What follows belongs to an exercise in optimizing a design on an open flow for small area, a short achievable clock period and few clock cycles per item; a production flow would make more cautious choices.
Function was not checked in any run shown here: the RTL went through the layout flow alone.

==> design.v <==
`timescale 1ns / 1ps
module prng (
	input clk,     
	input rst,   
	input [31:0] seed,
	input start,
	input cont,
	output reg done,
	output [31:0] rand_num
);
reg        busy;       
reg  [2:0] cnt;        
reg [30:0] acc;        
wire [30:0] a = acc;
wire [30:0] b = ~{acc[2:0], acc[30:3]} & {31{busy}};
wire [30:0] g0 = a & b;
wire [30:0] p0 = a ^ b;
wire [30:0] g1, p1, g2, p2, g3, p3, g4, p4, g5, p5;
genvar i;
generate
	for (i = 0; i < 31; i = i + 1) begin : pfx
		if (i & 1) begin
			assign g1[i] = g0[i] | p0[i] & g0[i-1];
			assign p1[i] = p0[i] & p0[i-1];
		end else begin
			assign g1[i] = g0[i];
			assign p1[i] = p0[i];
		end
		if (i & 2) begin
			assign g2[i] = g1[i] | p1[i] & g1[(i & ~3) + 1];
			assign p2[i] = p1[i] & p1[(i & ~3) + 1];
		end else begin
			assign g2[i] = g1[i];
			assign p2[i] = p1[i];
		end
		if (i & 4) begin
			assign g3[i] = g2[i] | p2[i] & g2[(i & ~7) + 3];
			assign p3[i] = p2[i] & p2[(i & ~7) + 3];
		end else begin
			assign g3[i] = g2[i];
			assign p3[i] = p2[i];
		end
		if (i & 8) begin
			assign g4[i] = g3[i] | p3[i] & g3[(i & ~15) + 7];
			assign p4[i] = p3[i] & p3[(i & ~15) + 7];
		end else begin
			assign g4[i] = g3[i];
			assign p4[i] = p3[i];
		end
		if (i & 16) begin
			assign g5[i] = g4[i] | p4[i] & g4[15];
			assign p5[i] = p4[i] & p4[15];
		end else begin
			assign g5[i] = g4[i];
			assign p5[i] = p4[i];
		end
	end
endgenerate
wire        cout = g5[30];
wire [30:0] c = {g5[29:0] | p5[29:0] & {30{cout}}, cout};
wire [30:0] sum = p0 ^ c;
assign rand_num = {1'b0, acc};
always @(posedge clk) begin
	if (rst) begin
		busy <= 1'b0;
		done <= 1'b0;
		cnt  <= 3'd0;
	end else if (busy) begin
		cnt <= cnt + 3'd1;
		if (cnt == 3'd4) begin
			busy <= 1'b0;
			done <= 1'b1;
		end
	end else if (done) begin
		if (!start) done <= 1'b0;
	end else if (start) begin
		busy <= 1'b1;
		cnt  <= 3'd0;
	end
end
always @(posedge clk) begin
	if (busy || done)
		acc <= sum;
	else
		acc <= {seed[15:0], seed[30:16]};
end
endmodule
==> run.sh <==
#!/bin/bash
# synth_recipe.tcl (not shown) runs the flow's synth.tcl, then flattens the netlist and writes it again
# the make line also repeats each setting of config.mk as NAME=value (left out here)
make -C /OpenROAD-flow-scripts/flow DESIGN_CONFIG=/design/flow/config.mk WORK_HOME=/design/flow/orfs CLKGATE_MAP_FILE= SYNTH_SCRIPT=/design/flow/synth_recipe.tcl finish
==> config.mk <==
export PLATFORM = sky130hd
export DESIGN_NAME = prng
export DESIGN_NICKNAME = prng
export VERILOG_FILES = /design/flow/design.v
export SDC_FILE = /design/flow/constraint.sdc
export NUM_CORES = 8
export LEC_CHECK = 0
export CAP_MARGIN = 20
export CORE_MARGIN = 2
export CORE_UTILIZATION = 40
export SLEW_MARGIN = 85
==> constraint.sdc <==
create_clock -name core_clock -period 9.0 [get_ports {clk}]
set_input_delay 1.8000 -clock core_clock [delete_from_list [all_inputs] [get_ports {clk}]]
set_output_delay 1.8000 -clock core_clock [all_outputs]
set_load 0.01 [all_outputs]
==> results of run 1 <==
[registers in the layout, indices dropped and copies added, names as in the netlist]
signal  cells
cnt         3
acc        31
busy        1
done        1
[Yosys cell counts, drive strengths merged, types with 2 or more instances]
library cell	n	area, um2
dfxtp	36	720.7
nand4	2	12.51
buf	2	12.51
a311oi	2	17.52
clkbuf	10	37.54
nand2	46	172.7
xnor2	12	105.1
nor3b	2	15.01
nand3	10	50.05
nor3	8	40.04
a211oi	7	57.55
nor2	14	55.06
o31ai	3	22.52
o211ai	4	30.03
and2	5	31.28
inv	11	41.29
nand3b	3	22.52
or2	3	18.78
nor2b	33	206.5
a21oi	26	130.1
o21ai	42	214.0
a2bb2oi	2	17.52
mux2	2	22.52
xor2	15	131.4
a21o	4	30.03
o21a	3	22.52
ha	33	412.9
and4	6	52.55
a211o	4	35.03
[routing by layer]
layer,wire length (um),share of wire,up-vias
li1,-,-,1527
met1,3745,0.48,1395
met2,3702,0.47,63
met3,290,0.037,10
met4,96,0.012,0
met5,0,0,-
[area by class of cell]
| type | instances | area share |
|---|---|---|
| inverter | 11 | 0.009210 |
| tap | 99 | 0.02763 |
| timing repair buffer | 105 | 0.2311 |
| clock buffer | 6 | 0.01619 |
| multi-input combinational | 311 | 0.5543 |
| sequential | 36 | 0.1616 |
[per-stage QoR]
step	utilization	instances	instance area, um2
finish	0.6248	568	4483
global route	0.6248	568	4483
CTS	0.5958	561	4275
detailed placement	0.5857	555	4203
global placement	0.5100	523	3660
floorplan	-	370	2920
[worst register-to-register path: stages (launching register included)]
cell and delay (ns):
dfxtp_4 0.44, buf_6 0.18, nor2b_1 0.17, ha_2 0.33, a21oi_1 0.21, o21ai_0 0.13
a21o_2 0.28, or3b_1 0.44, a2111oi_4 0.34, clkdlybuf4s50_1 0.56, clkdlybuf4s50_1 0.49, clkdlybuf4s50_1 0.49
clkdlybuf4s50_1 0.49, clkdlybuf4s50_1 0.50, clkdlybuf4s50_1 0.49, clkdlybuf4s50_1 0.47, clkdlybuf4s50_1 0.47, clkdlybuf4s50_1 0.48
nor2_1 0.06, xnor2_1 0.14, o21ai_1 0.07
[cell families after synthesis]
family          count (synthesis)  share of synthesized area
compound gates                107                     0.2292
xor+xnor                       27                    0.08098
fa+ha+maj                      34                     0.1482
buf+inv                        23                    0.03128
flops                          36                     0.2468
mux                             3                    0.01114
other cells                     1                   0.001284
simple gates                  139                     0.2511
[path summary, 6_finish.rpt]
check	depth (start not counted)	slack [ns]	startpoint	endpoint
worst max-delay path	20	1.71	busy	acc[29]
worst min-delay path	2	0.50	cnt[2]	cnt[2]
worst max register to register	20	1.71	busy	acc[29]
worst min register to register	2	0.50	cnt[2]	cnt[2]
==> impl_metrics.ini, run 1 <==
[critical_path]
cp_slowest_cell = clkdlybuf4s50_1
cp.required_ns = 9.19
worstPathCellList = buf_6 -> nor2b_1 -> ha_2 -> a21oi_1 -> o21ai_0 -> a21o_2 -> or3b_1 -> a2111oi_4 -> clkdlybuf4s50_1 -> clkdlybuf4s50_1 -> clkdlybuf4s50_1 -> clkdlybuf4s50_1 -> clkdlybuf4s50_1 -> clkdlybuf4s50_1 -> clkdlybuf4s50_1 -> clkdlybuf4s50_1 -> clkdlybuf4s50_1 -> nor2_1 -> xnor2_1 -> o21ai_1
arrival_ns = 7.48
critPathKind = flip-flop to flip-flop
crit_path_start_kind = flip-flop
crit_top_cell = clkdlybuf4s50_1
slowest_delay_ns = 0.56
endpoint_kind = flip-flop
crit_fanout = 16
cpLargestDelayFamily = buffers and inverters
path_buf_inv = 10

[place]
dpl_worst_slack_ns = 2.751
port_buffers = 65
dpl.hpwl_mm = 5.885
gp_congestion = 0.7805

[drt]
viasPerCell = 5.273
wire_per_inst_um = 13.79
drcViolationCount = 0
first_pass_iters = 4
ant_nets = 0
routed_wl_mm = 7.835
vias = 2995
initialDrtViolationCount = 76

[die]
fp.dieArea_um2 = 8000
die_h_um = 89.45
fp-row-count = 31
coreArea_um2 = 7176
start_util = 0.4070
io_pins = 69
die_w_um = 89.45

[layout]
diodes = 0
multiInputGateArea_um2 = 2485
layout_commonest_cell = clkdlybuf4s50_1
mostFrequentLayoutCells = clkdlybuf4s50_1 (92), nand2_1 (45), dfxtp_1 (35)
final_nets = 540
syn_to_final_growth_pct = 53.51
ff_latch_area_um2 = 724.4
nFillCells = 628
drive_above_1_share = 0.1620

[sta]
finalHoldViolCount = 0
rsz0062_at_grt = no
clock.fmax_ghz = 0.1372
fin_skew_ns = 0.007698
fin_tns_setup_ns = 0
period_needed_ns = 7.289
setup_slack_ns = 1.711
drv_slew = 0
hold_ws_ns = 0.5015
min_period_over_period = 0.8099
setup_viol_count_final = 0

[clocking]
cts_root_buffer = clkbuf_8
clockBufferDepth = 2
holdBufCountCts = 0
numCtsBuffers = 5
insertion_delay_ns = 0.29
clkSlewWorstSetupHoldPaths_ns = 0.07
cts_tree = built
clock_sinks = 36
htreeDepth = 2
cts_resized = 0
cts_setup_buffers = 0

[global_routing]
busiest_layer = met2
grt_pass1_vias = 2836
grt.overflow.total = 0
grt_max_degree = 31
met1_usage = 0.2594
track_usage = 0.1974
antenna_found_initial = 0
met3_usage = 0.03601
globalRouteMet2Util = 0.3333
grt_pass1_wl_mm = 12.65

[job]
max_cap_viol_count = 0

[yosys]
syn_area_per_cell_um2 = 7.893
synth-edff-count = 0
ys_warn_count = 1
synth_area_um2 = 2920
synthArstFlopShare = 0
synth_ff_type = dfxtp_1
netlist_instances = 370
syn-num-nets = 440
synth-seq-cells = 36
ys_seq_area_frac = 0.2468
ys_types = 56

[status]
outcome = no timing/DRC/antenna violations

[worst_hold_path]
hold_path_class = flip-flop to flip-flop
==> run 2: changes to the inputs <==
--- a/design.v
+++ b/design.v
@@ -14,3 +14,5 @@
 wire [30:0] a = acc;
-wire [30:0] b = ~{acc[2:0], acc[30:3]} & {31{busy}};
+reg [3:0] en;
+wire [30:0] en_bits = {{7{en[3]}}, {8{en[2]}}, {8{en[1]}}, {8{en[0]}}};
+wire [30:0] b = ~{acc[2:0], acc[30:3]} & en_bits;
 wire [30:0] g0 = a & b;
@@ -64,2 +66,3 @@
 	if (rst) begin
+		en   <= 4'd0;
 		busy <= 1'b0;
@@ -70,2 +73,3 @@
 		if (cnt == 3'd4) begin
+			en   <= 4'd0;
 			busy <= 1'b0;
@@ -76,2 +80,3 @@
 	end else if (start) begin
+		en   <= 4'hf;
 		busy <= 1'b1;
--- a/config.mk
+++ b/config.mk
@@ -10,2 +10,2 @@
 export CORE_UTILIZATION = 40
-export SLEW_MARGIN = 85
+export SLEW_MARGIN = 20
==> impl_metrics.ini, run 2 <==
[drt]
vias = 2767
viasPerCell = 5.162
drcViolationCount = 0
first_pass_iters = 4
routed_wl_mm = 7.016
initialDrtViolationCount = 86
ant_nets = 0
wire_per_inst_um = 13.09

[clocking]
cts_setup_buffers = 0
clockBufferDepth = 2
clkSlewWorstSetupHoldPaths_ns = 0.08
holdBufCountCts = 0
cts_root_buffer = clkbuf_8
insertion_delay_ns = 0.29
cts_tree = built
clock_sinks = 37
cts_resized = 0
htreeDepth = 2
numCtsBuffers = 5

[job]
max_cap_viol_count = 0

[yosys]
synthTopCellsByArea = dfxtp_1 (25%), ha_1 (14%), nor2b_1 (7.2%), nand2_1 (6.0%), o21ai_0 (5.1%)
synth_area_um2 = 2957
yosys.area.top_type = dfxtp_1
ys_warn_count = 1
ys_types = 56
synthMostInstantiatedCell = nand2_1
synth-seq-cells = 37
yosysTopAreaCellShare = 0.2505
synth-edff-count = 0
synth_common_cells = nand2_1 (47), dfxtp_1 (37), nor2b_1 (34)
ys_seq_area_frac = 0.2505
syn-num-nets = 445
synth_ff_type = dfxtp_1
synthArstFlopShare = 0
syn_area_per_cell_um2 = 7.884
netlist_instances = 375

[place]
port_buffers = 65
dpl_worst_slack_ns = 5.504
dpl.hpwl_mm = 5.445
gp_congestion = 0.7914
dp.cells = 528

[global_routing]
grt_pass1_wl_mm = 11.84
grt_pass1_vias = 2531
antenna_found_initial = 0
track_usage = 0.1748
grt_max_degree = 59
grt.overflow.total = 0

[sta]
clock.fmax_ghz = 0.2862
drv_slew = 0
rsz0062_at_grt = no
fin_tns_setup_ns = 0
setup_viol_count_final = 0
max_slew_margin = 0.4380
fin_skew_ns = 0.005706
min_period_over_period = 0.3883
tightest_slew_ns = 0.8418
finalHoldViolCount = 0
hold_ws_ns = 0.4980
setup_slack_ns = 5.506
period_needed_ns = 3.494

[critical_path]
crit_fanout = 32
rr_startpoint = en[2]
rrSetupSlack_ns = 5.51
reg2regPathDepth = 10
arrival_ns = 3.68
endpoint_kind = flip-flop
crit_path_start_kind = flip-flop
worstReg2RegEnd = acc[19]
cp.required_ns = 9.18
critPathKind = flip-flop to flip-flop

[worst_hold_path]
hold_path_class = flip-flop to flip-flop
worstHoldEndpoint = cnt[2]
worstHoldPathCells = 2
min_from = cnt[2]

[die]
die_w_um = 89.98
die_h_um = 89.98
fp-row-count = 31
fp.dieArea_um2 = 8096
start_util = 0.4098
coreArea_um2 = 7214
io_pins = 69

[layout]
diodes = 0
largest_registers = acc x31, cnt x3
syn_to_final_growth_pct = 28.44
mostFrequentLayoutCells = clkdlybuf4s50_1 (65), nand2_1 (47), dfxtp_1 (37)
largest_reg_flops = 31
final_util = 0.5264
stdcell_count = 536
nFillCells = 749
regMostFlops = acc
final_nets = 506
drive_above_1_share = 0.04119
layout_commonest_cell = clkdlybuf4s50_1

[status]
outcome = no timing/DRC/antenna violations
run 2: final cells by class:
class	count	area, um2	share of cell area
clock buffer	7	96.34	0.02537
clock inverter	1	5.005	0.001318
inverter	10	37.54	0.009885
multi-input combinational	316	2136	0.5624
sequential	37	740.7	0.1951
tap	99	123.9	0.03262
timing repair buffer	66	658.1	0.1733
run 2: worst max-delay path by stage:
| stage | startpoint | to | slack, ns | cells past startpoint |
|---|---|---|---|---|
| floorplan | en[2] | acc[19] | 6.17 | 11 |
| global placement | en[2] | acc[30] | 5.51 | 10 |
| detailed placement | en[2] | acc[30] | 5.50 | 10 |
| CTS | en[2] | acc[30] | 5.49 | 10 |
| global route | en[2] | acc[15] | 5.22 | 10 |
| finish | en[2] | acc[19] | 5.51 | 10 |
run 2: stage by stage:
step | cell area, um2
after global routing | 3797
after detailed placement | 3696
after floorplan | 2957
final | 3797
after CTS | 3797
after global placement | 3696
run 2: kinds of logic after synthesis:
| kind of cell | share of synthesized area |
|---|---|
| AND/OR/NAND/NOR | 0.2573 |
| buffers and inverters | 0.02963 |
| adder cells (fa/ha/maj) | 0.1464 |
| XOR/XNOR | 0.07998 |
| multiplexers | 0.01100 |
| other | 0.001268 |
| flip-flops | 0.2505 |
| AO/OA/AOI/OAI | 0.2239 |
run 2: metal layers:
| metal | GRT usage | up-vias | wire [um] |
|---|---|---|---|
| met4 | 0.03846 | 0 | 70 |
| met1 | 0.2433 | 1241 | 3506 |
| met2 | 0.2759 | 58 | 3096 |
| met5 | 0 | - | 0 |
| met3 | 0.04191 | 5 | 343 |
| li1 | - | 1463 | - |
run 2: critical path, cell delays in order (launching register included):
cell     delay [ns]
dfxtp_1        0.87
nor2b_1        0.22
ha_1           0.30
a211o_1        0.28
a21oi_1        0.33
a21oi_1        0.18
a21o_1         0.21
a211o_1        0.32
o31a_1         0.27
xor2_1         0.14
mux2_2         0.25
==> run 3: changes to the inputs <==
--- a/design.v
+++ b/design.v
@@ -14,5 +14,3 @@
 wire [30:0] a = acc;
-reg [3:0] en;
-wire [30:0] en_bits = {{7{en[3]}}, {8{en[2]}}, {8{en[1]}}, {8{en[0]}}};
-wire [30:0] b = ~{acc[2:0], acc[30:3]} & en_bits;
+wire [30:0] b = ~{acc[2:0], acc[30:3]} & {31{busy}};
 wire [30:0] g0 = a & b;
@@ -66,3 +64,2 @@
 	if (rst) begin
-		en   <= 4'd0;
 		busy <= 1'b0;
@@ -73,3 +70,2 @@
 		if (cnt == 3'd4) begin
-			en   <= 4'd0;
 			busy <= 1'b0;
@@ -80,3 +76,2 @@
 	end else if (start) begin
-		en   <= 4'hf;
 		busy <= 1'b1;
==> flow/run.sh (new file) <==
#!/bin/bash
# The standard layout, with the port buffers made of plain buffers
# (sky130_fd_sc_hd__buf_2) instead of the cell buffer_ports picks by itself.
set -euo pipefail
export BUFFER_PORTS_ARGS="-buffer_cell sky130_fd_sc_hd__buf_2"
bash standard.sh > standard.log 2>&1
==> standard.sh (new file) <==
#!/bin/bash
# synth_recipe.tcl (not shown) runs the flow's synth.tcl, then flattens the netlist and writes it again
# the make line also repeats each setting of config.mk as NAME=value (left out here)
make -C /OpenROAD-flow-scripts/flow DESIGN_CONFIG=/design/flow/config.mk WORK_HOME=/design/flow/orfs CLKGATE_MAP_FILE= SYNTH_SCRIPT=/design/flow/synth_recipe.tcl "${@:-finish}"
--- a/config.mk
+++ b/config.mk
@@ -10,2 +10,2 @@
 export CORE_UTILIZATION = 40
-export SLEW_MARGIN = 20
+export SLEW_MARGIN = 70
removed: run.sh
==> impl_metrics.ini, run 3 <==
[sta]
min_period_over_period = 0.3493
finalHoldViolCount = 0
clock.fmax_ghz = 0.3181
fin_skew_ns = 0.01144
rsz0062_at_grt = no
period_needed_ns = 3.143
drv_slew = 0
setup_viol_count_final = 0
hold_ws_ns = 0.5023
fin_tns_setup_ns = 0

[global_routing]
grt.overflow.total = 0
antenna_found_initial = 0
grt_max_degree = 64
grt_pass1_vias = 2360
track_usage = 0.1643
grt_pass1_wl_mm = 10.55

[drt]
routed_wl_mm = 6.522
drcViolationCount = 0
initialDrtViolationCount = 75
vias = 2726
wire_per_inst_um = 12.28
viasPerCell = 5.134
first_pass_iters = 5
ant_nets = 0

[clocking]
cts_resized = 0
clkSlewWorstSetupHoldPaths_ns = 0.08
holdBufCountCts = 0
numCtsBuffers = 5
cts_tree = built
cts_root_buffer = clkbuf_8
clockBufferDepth = 2
htreeDepth = 2
cts_setup_buffers = 0
insertion_delay_ns = 0.30
clock_sinks = 36

[critical_path]
rr_startpoint = busy
crit_path_start_kind = flip-flop
crit_fanout = 40
critPathLaunch = busy
critPathKind = flip-flop to flip-flop
cp.required_ns = 9.19
arrival_ns = 3.33
endpoint_kind = flip-flop

[die]
fp-row-count = 31
io_pins = 69
fp.dieArea_um2 = 8000
start_util = 0.4070
die_w_um = 89.45
coreArea_um2 = 7176
die_h_um = 89.45

[yosys]
synth-edff-count = 0
ys_types = 56
yosys.area.top_type = dfxtp_1
synth_area_um2 = 2920
synth-seq-cells = 36
synth_common_cells = nand2_1 (46), dfxtp_1 (36), ha_1 (33), nor2b_1 (33), o21ai_0 (30)
netlist_instances = 370
syn-num-nets = 440
ys_seq_area_frac = 0.2468
ys_warn_count = 1
synthTopCellsByArea = dfxtp_1 (25%), ha_1 (14%), nor2b_1 (7.1%), nand2_1 (5.9%), o21ai_0 (5.1%)
synthMostInstantiatedCell = nand2_1
synthArstFlopShare = 0
syn_area_per_cell_um2 = 7.893
synth_ff_type = dfxtp_1
yosysTopAreaCellShare = 0.2468

[layout]
layout_commonest_cell = buf_2
syn_to_final_growth_pct = 19.19
postLayoutCellArea_um2 = 3481
regMostFlops = acc
final_util = 0.4851
largest_reg_flops = 31
mostFrequentLayoutCells = buf_2 (65), nand2_1 (46), dfxtp_1 (35)
nFillCells = 706
final_nets = 501
drive_above_1_share = 0.2014
largest_registers = acc x31, cnt x3
diodes = 0

[worst_hold_path]
min_from = cnt[2]
hold_path_class = flip-flop to flip-flop

[place]
dpl.hpwl_mm = 5.055
gp_congestion = 0.8401
dpl_cell_area_um2 = 3352
port_buffers = 65

[status]
outcome = no timing/DRC/antenna violations

[job]
max_cap_viol_count = 0
run 3: changes by cell type after synthesis, sizes merged:
| cell | before | now |
|---|---|---|
| nand2 | 47 | 46 |
| a211oi | 6 | 7 |
| nand2b | 2 | 1 |
| nor2b | 34 | 33 |
| nor2 | 17 | 14 |
| inv | 10 | 11 |
| dfxtp | 37 | 36 |
run 3: layer usage:
| layer | wire, um | up-vias | track usage |
|---|---|---|---|
| li1 | - | 1453 | - |
| met1 | 3341 | 1221 | 0.2297 |
| met2 | 2916 | 47 | 0.2620 |
| met3 | 201 | 5 | 0.02770 |
| met4 | 62 | 0 | 0.04206 |
| met5 | 0 | - | 0 |
run 3: cells by family after synthesis:
group	synth area share
other	0.001284
buffers and inverters	0.03128
multiplexers	0.01114
XOR/XNOR	0.08098
adder cells (fa/ha/maj)	0.1482
AO/OA/AOI/OAI	0.2292
AND/OR/NAND/NOR	0.2511
flip-flops	0.2468
run 3: worst max-delay path: stages (launching register included):
cell     delay [ns]
dfxtp_4        0.57
nor2b_1        0.18
ha_1           0.30
a211o_1        0.28
a21oi_1        0.31
a21oi_1        0.18
a21o_1         0.21
a211o_1        0.32
o31a_1         0.27
xor2_1         0.14
mux2_2         0.25
run 3: final timing paths:
check	endpoint	slack, ns	depth (start not counted)
worst max-delay path	acc[19]	5.86	10
worst min-delay path	cnt[2]	0.50	2
worst max register to register	acc[19]	5.86	10
worst min register to register	cnt[2]	0.50	2
run 3: final cells by class:
type,count,area (um2),area share
Clock buffer,5,68.82,0.01977
Clock inverter,3,42.54,0.01222
Inverter,11,41.29,0.01186
Multi-Input combinational cell,311,2143,0.6157
Sequential cell,36,724.4,0.2081
Tap cell,99,123.9,0.03559
Timing Repair Buffer,66,336.6,0.09669
run 3: stage by stage:
stage	setup WS (ns)	cells
floorplan	5.910	370
global placement	5.282	523
detailed placement	5.867	523
CTS	5.836	531
global route	5.676	531
finish	5.857	531
==> run 4: changes to the inputs <==
--- a/flow/run.sh
+++ b/flow/run.sh
@@ -5,2 +5,3 @@
 export BUFFER_PORTS_ARGS="-buffer_cell sky130_fd_sc_hd__buf_2"
+export SETUP_SLACK_MARGIN=6.4
 bash standard.sh > standard.log 2>&1
==> impl_metrics.ini, run 4 <==
[sta]
setup_viol_count_final = 0
period_needed_ns = 2.866
rsz0062_at_grt = yes
fin_skew_ns = 0.009568
fin_tns_setup_ns = 0
clock.fmax_ghz = 0.3489
min_period_over_period = 0.3184
hold_ws_ns = 0.4945
finalHoldViolCount = 0
drv_slew = 0

[layout]
syn_to_final_growth_pct = 69.11
largest_registers = acc x31, cnt x3
drive_above_1_share = 0.5538
regMostFlops = acc
mostFrequentLayoutCells = buf_4 (58), nand2_1 (43), buf_2 (41)
layout_commonest_cell = buf_4
final_nets = 571
nFillCells = 558
diodes = 0
postLayoutCellArea_um2 = 4938
largest_reg_flops = 31
stdcell_count = 601

[drt]
viasPerCell = 5.341
vias = 3210
initialDrtViolationCount = 104
routed_wl_mm = 9.207
wire_per_inst_um = 15.32
drcViolationCount = 0
first_pass_iters = 4
ant_nets = 0

[yosys]
ys_seq_area_frac = 0.2468
synth-compound-area-share = 0.2292
synthXorXnorAreaFrac = 0.08098
synth_area_um2 = 2920
syn_area_per_cell_um2 = 7.893
yosysTopAreaCellShare = 0.2468
syn-num-nets = 440
yosys.area.top_type = dfxtp_1
ys_types = 56
yosys-mux-area-fraction = 0.01114
synth_ff_type = dfxtp_1
synthAdderAreaFrac = 0.1482
netlist_instances = 370
ys_warn_count = 1
synthArstFlopShare = 0
synth-edff-count = 0
synth_simple_gate_area_frac = 0.2511
synth_common_cells = nand2_1 (46), dfxtp_1 (36), ha_1 (33), nor2b_1 (33), o21ai_0 (30)
synthTopCellsByArea = dfxtp_1 (25%), ha_1 (14%), nor2b_1 (7.1%), nand2_1 (5.9%), o21ai_0 (5.1%)
synth_top_family_by_area = simple AND/OR/NAND/NOR gates
synth-seq-cells = 36
synthMostInstantiatedCell = nand2_1

[clocking]
clock_sinks = 36
insertion_delay_ns = 0.30
cts_tree = built
numCtsBuffers = 5
clkSlewWorstSetupHoldPaths_ns = 0.08
htreeDepth = 2
cts_root_buffer = clkbuf_8
clockBufferDepth = 2

[die]
fp-row-count = 31
die_h_um = 89.45
coreArea_um2 = 7176
fp.dieArea_um2 = 8000
io_pins = 69
start_util = 0.4070
die_w_um = 89.45

[global_routing]
antenna_found_initial = 0
grt_pass1_wl_mm = 13.53
track_usage = 0.2144
grt.overflow.total = 0
grt_pass1_vias = 3071
grt_max_degree = 64

[place]
dpl.hpwl_mm = 5.270
dpl_cell_area_um2 = 3391
dp.cells = 523
port_buffers = 65
gp_congestion = 0.8342

[critical_path]
critPathKind = flip-flop to flip-flop
endpoint_kind = flip-flop
cp.required_ns = 9.17
rr_startpoint = busy
crit_fanout = 10
reg2regPathDepth = 12
worstReg2RegEnd = acc[3]
rrSetupSlack_ns = 6.13
worstPathCellList = buf_8 -> nor2b_2 -> ha_4 -> a21oi_2 -> o21ai_2 -> a21o_2 -> or2_1 -> a211o_1 -> buf_4 -> a211oi_2 -> xor2_1 -> o21ai_0
slowest_delay_ns = 0.41
arrival_ns = 3.04
cp_slowest_cell = dfxtp_4
cpLargestDelayFamily = compound AO/OA/AOI/OAI gates
crit_path_start_kind = flip-flop
path_buf_inv = 2

[worst_hold_path]
worstHoldEndpoint = cnt[2]
hold_path_class = flip-flop to flip-flop
min_from = cnt[2]
worstHoldPathCells = 2

[job]
max_cap_viol_count = 0

[status]
outcome = no timing/DRC/antenna violations
-- run 4: cell counts after synthesis --
No cell type changed its count.
-- run 4: worst min-delay path: stages (launching register included) --
cell and delay (ns):
dfxtp_1 0.33, o21ai_0 0.07, a21oi_1 0.06
-- run 4: metal layers --
layer	global-route usage	vias up	part of all wire
met5	0	-	0
met4	0.06784	0	0.016
met3	0.04524	17	0.039
met2	0.3845	91	0.52
met1	0.2542	1510	0.42
li1	-	1592	-
-- run 4: cell type report --
cell class	count	area, um2	area share
flip-flops and latches	36	799.5	0.1619
clock buffers	5	68.82	0.01393
inverters	11	41.29	0.008361
multi-input cells	311	2756	0.5581
repair buffers	136	1106	0.2240
well taps	99	123.9	0.02508
clock inverters	3	42.54	0.008614
-- run 4: cell families (layout without fill, tap and decap cells) --
logic type	after synthesis	after routing
AND/OR/NAND/NOR	139	139
AO/OA/AOI/OAI	107	107
multiplexers	3	3
other	1	1
XOR/XNOR	27	27
flip-flops	36	36
buffers and inverters	23	155
adder cells (fa/ha/maj)	34	34
-- run 4: metrics by stage --
step | utilization | setup slack, ns
floorplan | - | 6.138
global placement | 0.4703 | 5.693
detailed placement | 0.4725 | 5.949
CTS | 0.5997 | 6.149
global route | 0.6882 | 5.976
finish | 0.6882 | 6.134
-- run 4: repair_timing --
action,CTS,global route
hold buffers,0,0
endpoints found under the setup margin,61,58
pin swaps,34,44
endpoints found under the hold margin,0,0
setup buffers,52,17
gates cloned,1,0
gates resized for setup,107,94
-- run 4: worst max path at each step --
stage	from	end	slack [ns]	depth (start not counted)
4_1_cts	busy	acc[3]	6.15	12
6_report	busy	acc[3]	6.13	12
5_1_grt	busy	acc[3]	5.98	12
3_5_place_dp	busy	acc[15]	5.95	10
2_1_floorplan	busy	acc[19]	6.14	12
3_3_place_gp	busy	acc[30]	5.69	10
==> run 5: changes to the inputs <==
--- a/flow/run.sh
+++ b/flow/run.sh
@@ -5,3 +5,3 @@
 export BUFFER_PORTS_ARGS="-buffer_cell sky130_fd_sc_hd__buf_2"
-export SETUP_SLACK_MARGIN=6.4
+export SETUP_SLACK_MARGIN=6.0
 bash standard.sh > standard.log 2>&1
==> impl_metrics.ini, run 5 <==
[drt]
vias = 2794
viasPerCell = 5.136
ant_nets = 0
first_pass_iters = 4
drcViolationCount = 0
routed_wl_mm = 7.258
wire_per_inst_um = 13.34
initialDrtViolationCount = 97

[sta]
rsz0062_at_grt = yes
min_period_over_period = 0.3243
fin_skew_ns = 0.002403
fin_tns_setup_ns = 0
period_needed_ns = 2.919
setup_viol_count_final = 0
hold_ws_ns = 0.4883
drv_slew = 0
clock.fmax_ghz = 0.3426
finalHoldViolCount = 0

[critical_path]
critPathKind = flip-flop to flip-flop
reg2regPathDepth = 11
endpoint_kind = flip-flop
crit_end = acc[19]
cp.required_ns = 9.18
crit_path_start_kind = flip-flop
rr_startpoint = busy
rrSetupSlack_ns = 6.08
crit_fanout = 6
arrival_ns = 3.10
worstReg2RegEnd = acc[19]
critPathLaunch = busy

[die]
die_h_um = 89.45
coreArea_um2 = 7176
start_util = 0.4070
die_w_um = 89.45
io_pins = 69
fp.dieArea_um2 = 8000
fp-row-count = 31

[yosys]
synth_area_um2 = 2920
ys_warn_count = 1
synth_common_cells = nand2_1 (46), dfxtp_1 (36), ha_1 (33), nor2b_1 (33), o21ai_0 (30)
ys_types = 56
syn_area_per_cell_um2 = 7.893
syn-num-nets = 440
yosysTopAreaCellShare = 0.2468
synth_ff_type = dfxtp_1
ys_seq_area_frac = 0.2468
yosys.area.top_type = dfxtp_1
netlist_instances = 370
synthMostInstantiatedCell = nand2_1
synthTopCellsByArea = dfxtp_1 (25%), ha_1 (14%), nor2b_1 (7.1%), nand2_1 (5.9%), o21ai_0 (5.1%)
synth-seq-cells = 36
synth-edff-count = 0
synthArstFlopShare = 0

[clocking]
clock_sinks = 36
cts_tree = built
cts_root_buffer = clkbuf_8
numCtsBuffers = 5
insertion_delay_ns = 0.29
htreeDepth = 2
holdBufCountCts = 0
clockBufferDepth = 2
clkSlewWorstSetupHoldPaths_ns = 0.07

[layout]
mostFrequentLayoutCells = buf_2 (65), nand2_1 (45), dfxtp_1 (35)
layout_commonest_cell = buf_2
largest_reg_flops = 31
nFillCells = 719
syn_to_final_growth_pct = 26.86
stdcell_count = 544
final_nets = 514
regMostFlops = acc
diodes = 0
drive_above_1_share = 0.2674
largest_registers = acc x31, cnt x3

[place]
gp_congestion = 0.8388
port_buffers = 65
dpl.hpwl_mm = 5.154
dp.cells = 523

[global_routing]
met1_usage = 0.2402
track_usage = 0.1786
globalRouteMet2Util = 0.2949
grt.overflow.total = 0
grt_pass1_wl_mm = 11.27
grt_pass1_vias = 2503
met3_usage = 0.02678
grt_max_degree = 64
antenna_found_initial = 0
busiest_layer = met2

[job]
max_cap_viol_count = 0

[worst_hold_path]
min_from = cnt[2]
hold_path_class = flip-flop to flip-flop

[status]
outcome = no timing/DRC/antenna violations
==> run 5: cell count changes in the layout (fill, tap and decap cells not counted), sizes merged <==
cell      delta
buf         -56
bufinv       -1
clkinv       -1
clkinvlp     -1
clkbuf       +2
==> run 5: kinds of logic (layout without fill, tap and decap cells) <==
family          after synthesis  count (layout)  synth area share
compound gates              107             107            0.2292
xor+xnor                     27              27           0.08098
fa+ha+maj                    34              34            0.1482
buf+inv                      23              98           0.03128
flops                        36              36            0.2468
mux                           3               3           0.01114
other cells                   1               1          0.001284
simple gates                139             139            0.2511
==> run 5: how the worst min path moves through the flow <==
| stage | to | slack, ns | cells after the start |
|---|---|---|---|
| 2_1_floorplan | cnt[2] | 0.45 | 2 |
| 4_1_cts | cnt[2] | 0.49 | 2 |
| 3_3_place_gp | cnt[2] | 0.47 | 2 |
| 6_report | cnt[2] | 0.49 | 2 |
| 5_1_grt | cnt[2] | 0.55 | 2 |
| 3_5_place_dp | cnt[2] | 0.48 | 2 |
==> run 5: routing by layer <==
metal,vias up,wire [um]
li1,1475,-
met1,1264,3598
met2,46,3368
met3,9,205
met4,0,85
met5,-,0
==> run 5: timing repair <==
action                     CTS  global route
setup endpoints to repair    9            11
setup buffers                5             8
gates resized for setup      7            26
pin swaps                    2            14
==> run 5: final cells by class <==
class | count | area [um2] | share of cell area
tap | 99 | 123.9 | 0.03343
multi-input combinational | 311 | 2271 | 0.6130
clock buffer | 8 | 90.09 | 0.02432
inverter | 11 | 41.29 | 0.01114
sequential | 36 | 724.4 | 0.1955
timing repair buffer | 79 | 454.2 | 0.1226
==> run 5: worst max-delay path, stage by stage (launching register included) <==
cell     delay, ns
dfxtp_4       0.38
buf_12        0.13
nor2b_1       0.12
ha_1          0.36
a211o_1       0.32
a21oi_4       0.22
a21oi_2       0.10
a21o_1        0.20
a211o_1       0.33
o31a_1        0.26
xor2_1        0.14
mux2_2        0.25
==> run 5: metrics by stage <==
| step | utilization | setup slack, ns | cell area (um2) |
|---|---|---|---|
| floorplan | - | 6.048 | 2923 |
| detailed placement | 0.4671 | 5.872 | 3352 |
| global placement | 0.4647 | 5.289 | 3334 |
| CTS | 0.4912 | 6.017 | 3525 |
| finish | 0.5163 | 6.081 | 3705 |
| global route | 0.5163 | 5.958 | 3705 |
==> run 6: changes to the inputs <==
--- a/design.v
+++ b/design.v
@@ -14,3 +14,3 @@
 wire [30:0] a = acc;
-wire [30:0] b = ~{acc[2:0], acc[30:3]} & {31{busy}};
+wire [30:0] b = ~{acc[2:0], acc[30:3]};
 wire [30:0] g0 = a & b;
@@ -81,5 +81,5 @@
 always @(posedge clk) begin
-	if (busy || done)
+	if (busy)
 		acc <= sum;
-	else
+	else if (!done)
 		acc <= {seed[15:0], seed[30:16]};
--- a/flow/run.sh
+++ b/flow/run.sh
@@ -5,3 +5,3 @@
 export BUFFER_PORTS_ARGS="-buffer_cell sky130_fd_sc_hd__buf_2"
-export SETUP_SLACK_MARGIN=6.0
+
 bash standard.sh > standard.log 2>&1
==> impl_metrics.ini, run 6 <==
[die]
start_util = 0.4154
die_w_um = 94.05
io_pins = 69
die_h_um = 94.05
fp-row-count = 32
fp.dieArea_um2 = 8844
coreArea_um2 = 7807

[critical_path]
arrival_ns = 3.12
crit_fanout = 8
critPathKind = flip-flop to flip-flop
cpLargestDelayFamily = compound AO/OA/AOI/OAI gates
slowest_delay_ns = 0.48
path_buf_inv = 1
worstPathCellList = ha_1 -> nand2_1 -> o21ai_1 -> a221o_1 -> a21oi_1 -> o21ai_0 -> inv_1 -> fa_1 -> xnor2_1 -> mux2_2
cp.required_ns = 9.04
endpoint_kind = flip-flop
cp_slowest_cell = edfxtp_1
crit_path_start_kind = flip-flop

[clocking]
cts_resized = 0
numCtsBuffers = 5
cts_setup_buffers = 0
clockBufferDepth = 2
cts_root_buffer = clkbuf_8
holdBufCountCts = 0
htreeDepth = 2
cts_tree = built
insertion_delay_ns = 0.29
clock_sinks = 36
clkSlewWorstSetupHoldPaths_ns = 0.07

[layout]
layout_commonest_cell = buf_2
diodes = 0
final_util = 0.4862
syn_to_final_growth_pct = 17.05
mostFrequentLayoutCells = buf_2 (65), inv_1 (47), ha_1 (33)
drive_above_1_share = 0.2712
largest_reg_flops = 31
largest_registers = acc x31, cnt x3
postLayoutCellArea_um2 = 3796
regMostFlops = acc
final_nets = 482

[sta]
period_needed_ns = 3.081
clock.fmax_ghz = 0.3246
hold_ws_ns = 0.4906
drv_slew = 0
fin_skew_ns = 0.004204
min_period_over_period = 0.3423
rsz0062_at_grt = no
setup_viol_count_final = 0
finalHoldViolCount = 0
fin_tns_setup_ns = 0

[worst_hold_path]
hold_path_class = flip-flop to flip-flop

[yosys]
syn-num-nets = 416
synthMostInstantiatedCell = inv_1
synthArstFlopShare = 0
syn_area_per_cell_um2 = 9.373
ys_warn_count = 1
synth-seq-cells = 36
ys_types = 66
synth_area_um2 = 3243
yosys.area.top_type = edfxtp_1
synth_ff_type = edfxtp_1
synth_common_cells = inv_1 (48), ha_1 (33), edfxtp_1 (31)
synthTopCellsByArea = edfxtp_1 (29%), ha_1 (13%), inv_1 (5.6%), mux2_2 (5.2%), a21oi_1 (3.1%)
ys_seq_area_frac = 0.3179
netlist_instances = 346
yosysTopAreaCellShare = 0.2870
synth-edff-count = 31

[drt]
initialDrtViolationCount = 101
viasPerCell = 5.291
ant_nets = 0
routed_wl_mm = 7.268
vias = 2725
wire_per_inst_um = 14.11
first_pass_iters = 5
drcViolationCount = 0

[place]
dpl_cell_area_um2 = 3695
gp_congestion = 0.8600
port_buffers = 65
dpl.hpwl_mm = 5.519

[job]
max_cap_viol_count = 0

[global_routing]
antenna_found_initial = 0
grt_pass1_wl_mm = 11.86
track_usage = 0.1664
grt_pass1_vias = 2599
grt_max_degree = 43
grt.overflow.total = 0

[status]
outcome = no timing/DRC/antenna violations
-- run 6: layout make-up --
type / count / area (um2)
flip-flops and latches: 36 / 1031
clock buffers: 8 / 90.09
inverters: 48 / 182.7
fillers: 784 / 4011
multi-input cells: 254 / 2021
well taps: 102 / 127.6
repair buffers: 67 / 344.1
-- run 6: worst min-delay path: stages, from the launching register on --
cell and delay (ns):
dfxtp_1 0.32, o21ai_0 0.07, a21oi_1 0.06
-- run 6: path summary, 6_finish.rpt --
check,start,end,slack (ns),depth (start not counted)
worst max-delay path,acc[3],acc[1],5.92,10
worst min-delay path,cnt[2],cnt[2],0.49,2
worst max register to register,acc[3],acc[1],5.92,10
worst min register to register,cnt[2],cnt[2],0.49,2
-- run 6: logic make-up (layout without fill, tap and decap cells) --
kind of cell,count (synthesis),after routing,share of synthesized area
AO/OA/AOI/OAI,93,93,0.2238
XOR/XNOR,18,18,0.04861
adder cells (fa/ha/maj),34,34,0.1335
buffers and inverters,56,123,0.06636
flip-flops,36,36,0.3179
multiplexers,17,17,0.05826
other,1,1,0.001156
AND/OR/NAND/NOR,91,91,0.1505
-- run 6: through the flow --
| step | cells | setup slack, ns |
|---|---|---|
| 6_report | 515 | 5.919 |
| 5_1_grt | 515 | 5.715 |
| 4_1_cts | 515 | 5.906 |
| 3_5_place_dp | 507 | 5.925 |
| 3_3_place_gp | 507 | 5.938 |
| 2_1_floorplan | 346 | 6.182 |
-- run 6: per-layer routing --
| layer | share of wire | vias to the layer above | global-route usage |
|---|---|---|---|
| met5 | 0 | - | 0 |
| met4 | 0.010 | 0 | 0.03261 |
| met3 | 0.042 | 11 | 0.02889 |
| met2 | 0.48 | 66 | 0.2827 |
| met1 | 0.47 | 1254 | 0.2229 |
| li1 | - | 1394 | - |
==> run 7: changes to the inputs <==
--- a/flow/run.sh
+++ b/flow/run.sh
@@ -5,3 +5,3 @@
 export BUFFER_PORTS_ARGS="-buffer_cell sky130_fd_sc_hd__buf_2"
-
+export SETUP_SLACK_MARGIN=6.4
 bash standard.sh > standard.log 2>&1
==> impl_metrics.ini, run 7 <==
[sta]
drv_slew = 0
finalHoldViolCount = 0
fin_skew_ns = 0.004388
setup_slack_ns = 6.196
min_period_over_period = 0.3116
hold_ws_ns = 0.5156
rsz0062_at_grt = yes
clock.fmax_ghz = 0.3566
fin_tns_setup_ns = 0
setup_viol_count_final = 0
period_needed_ns = 2.804

[die]
die_w_um = 94.05
coreArea_um2 = 7807
fp.dieArea_um2 = 8844
io_pins = 69
die_h_um = 94.05
start_util = 0.4154
fp-row-count = 32

[yosys]
synthArstFlopShare = 0
synth-seq-cells = 36
yosysTopAreaCellShare = 0.2870
synth_common_cells = inv_1 (48), ha_1 (33), edfxtp_1 (31)
ys_seq_area_frac = 0.3179
synthMostInstantiatedCell = inv_1
synthTopCellsByArea = edfxtp_1 (29%), ha_1 (13%), inv_1 (5.6%), mux2_2 (5.2%), a21oi_1 (3.1%)
netlist_instances = 346
yosys.area.top_type = edfxtp_1
ys_types = 66
synth_ff_type = edfxtp_1
syn-num-nets = 416
synth_area_um2 = 3243
syn_area_per_cell_um2 = 9.373
ys_warn_count = 1
synth-edff-count = 31

[layout]
multiInputGateArea_um2 = 2585
stdcell_count = 561
layout_commonest_cell = buf_2
syn_to_final_growth_pct = 47.42
regMostFlops = acc
nFillCells = 687
largest_reg_flops = 31
ff_latch_area_um2 = 1035
largest_registers = acc x31, cnt x3
mostFrequentLayoutCells = buf_2 (61), buf_4 (38), inv_1 (37)
diodes = 0
drive_above_1_share = 0.5011
final_nets = 528

[critical_path]
cp.required_ns = 7.20
critPathLaunch = acc[20]
crit_fanout = 3
endpoint_kind = output port
rr_startpoint = acc[0]
crit_path_start_kind = flip-flop
arrival_ns = 1.00
critPathKind = flip-flop to output port

[clocking]
clockBufferDepth = 2
insertion_delay_ns = 0.29
htreeDepth = 2
numCtsBuffers = 5
cts_root_buffer = clkbuf_8
clkSlewWorstSetupHoldPaths_ns = 0.08
clock_sinks = 36
holdBufCountCts = 0
cts_tree = built

[place]
dp.cells = 507
gp_congestion = 0.8155
dpl_worst_slack_ns = 6.124
port_buffers = 65
dpl.hpwl_mm = 5.739

[global_routing]
grt.overflow.total = 0
grt_pass1_wl_mm = 13.46
grt_max_degree = 43
antenna_found_initial = 0
track_usage = 0.1920
grt_pass1_vias = 2922

[drt]
first_pass_iters = 5
viasPerCell = 5.291
wire_per_inst_um = 15.09
routed_wl_mm = 8.466
initialDrtViolationCount = 109
vias = 2968
ant_nets = 0
drcViolationCount = 0

[worst_hold_path]
hold_path_class = flip-flop to flip-flop
min_from = cnt[2]

[job]
max_cap_viol_count = 0

[status]
outcome = no timing/DRC/antenna violations
run 7: cell count changes in the layout (fill, tap and decap cells not counted), moves of 6 or more:
cell / before / now
a21oi_4: 0 / 6
inv_2: 0 / 10
buf_6: 1 / 14
o21ai_0: 15 / 7
buf_4: 1 / 38
inv_1: 47 / 37
ha_1: 33 / 8
ha_4: 0 / 22
run 7: cell families after synthesis:
kind of cell | count (synthesis) | share of synthesized area
xor+xnor | 18 | 0.04861
mux | 17 | 0.05826
flops | 36 | 0.3179
fa+ha+maj | 34 | 0.1335
other cells | 1 | 0.001156
buf+inv | 56 | 0.06636
compound gates | 93 | 0.2238
simple gates | 91 | 0.1505
run 7: layer usage:
metal	GRT usage	up-vias	part of all wire
met5	0	-	0
met2	0.3280	62	0.49
met4	0.05797	0	0.012
met3	0.03050	7	0.044
li1	-	1483	-
met1	0.2491	1416	0.45
run 7: layout make-up:
cell class | instances | share of cell area
timing repair buffer | 113 | 0.1565
sequential | 36 | 0.2164
clock buffer | 7 | 0.02041
tap | 102 | 0.02669
multi-input combinational | 254 | 0.5407
clock inverter | 1 | 0.001047
inverter | 48 | 0.03821
run 7: repair_timing:
item	4_1_cts	5_1_grt
buffers inserted	32	14
setup endpoints to repair	59	63
hold endpoints to repair	0	0
pin swaps	35	23
gates resized for setup	52	31
run 7: worst paths after layout:
| kind | to | slack [ns] | depth (start not counted) |
|---|---|---|---|
| worst max-delay path | rand_num[20] | 6.20 | 2 |
| worst min-delay path | done | 0.52 | 2 |
| worst max register to register | acc[28] | 6.24 | 10 |
| worst min register to register | done | 0.52 | 2 |
run 7: per-stage QoR:
stage	utilization	instance area (um2)
global route	0.6123	4781
global placement	0.4982	3890
CTS	0.5788	4519
floorplan	-	3463
finish	0.6123	4781
detailed placement	0.4994	3899
run 7: critical path: stages (launching register included):
cell	delay, ns
edfxtp_1	0.46
buf_6	0.15
buf_6	0.11

re-timing with driven ports:
The flow's constraints put no driver on any port. The routed layouts listed below were extracted and timed again, unchanged, in two steps.
Step 1 sets driving cells, clkbuf_16 on the clock port and buf_2 on the other inputs (assumed; they add their load-dependent delay and slew).
Step 2, shift: input delay + t, output delay - t, t = (earliest + latest rising clock arrival at the registers) / 2. This alone moves slack from input paths to output paths.
Slacks: ideal ports / drivers / drivers and shift; pairs: ideal ports / drivers.
| run | shift t [ns] | setup WS [ns] | hold slack, ns | worst register clock-pin slew, ns | cell pins on the clock port's net |
|---|---|---|---|---|---|
| run 1 | 0.318 | 1.711 / 1.711 / 1.711 | 0.502 / 0.502 / 0.502 | 0.07 / 0.07 | 1 |
| run 2 | 0.320 | 5.506 / 5.506 / 5.506 | 0.498 / 0.498 / 0.498 | 0.08 / 0.08 | 1 |
| run 3 | 0.321 | 5.857 / 5.857 / 5.857 | 0.502 / 0.502 / 0.502 | 0.08 / 0.08 | 1 |
| run 4 | 0.326 | 6.134 / 6.134 / 6.134 | 0.495 / 0.495 / 0.495 | 0.08 / 0.08 | 1 |
| run 5 | 0.318 | 6.081 / 6.081 / 6.081 | 0.488 / 0.488 / 0.488 | 0.07 / 0.07 | 1 |
| run 6 | 0.311 | 5.919 / 5.919 / 5.919 | 0.491 / 0.491 / 0.491 | 0.08 / 0.08 | 1 |
| run 7 | 0.324 | 6.196 / 6.162 / 6.209 | 0.516 / 0.516 / 0.516 | 0.08 / 0.08 | 1 |
After both steps setup and hold are still met in every run listed.
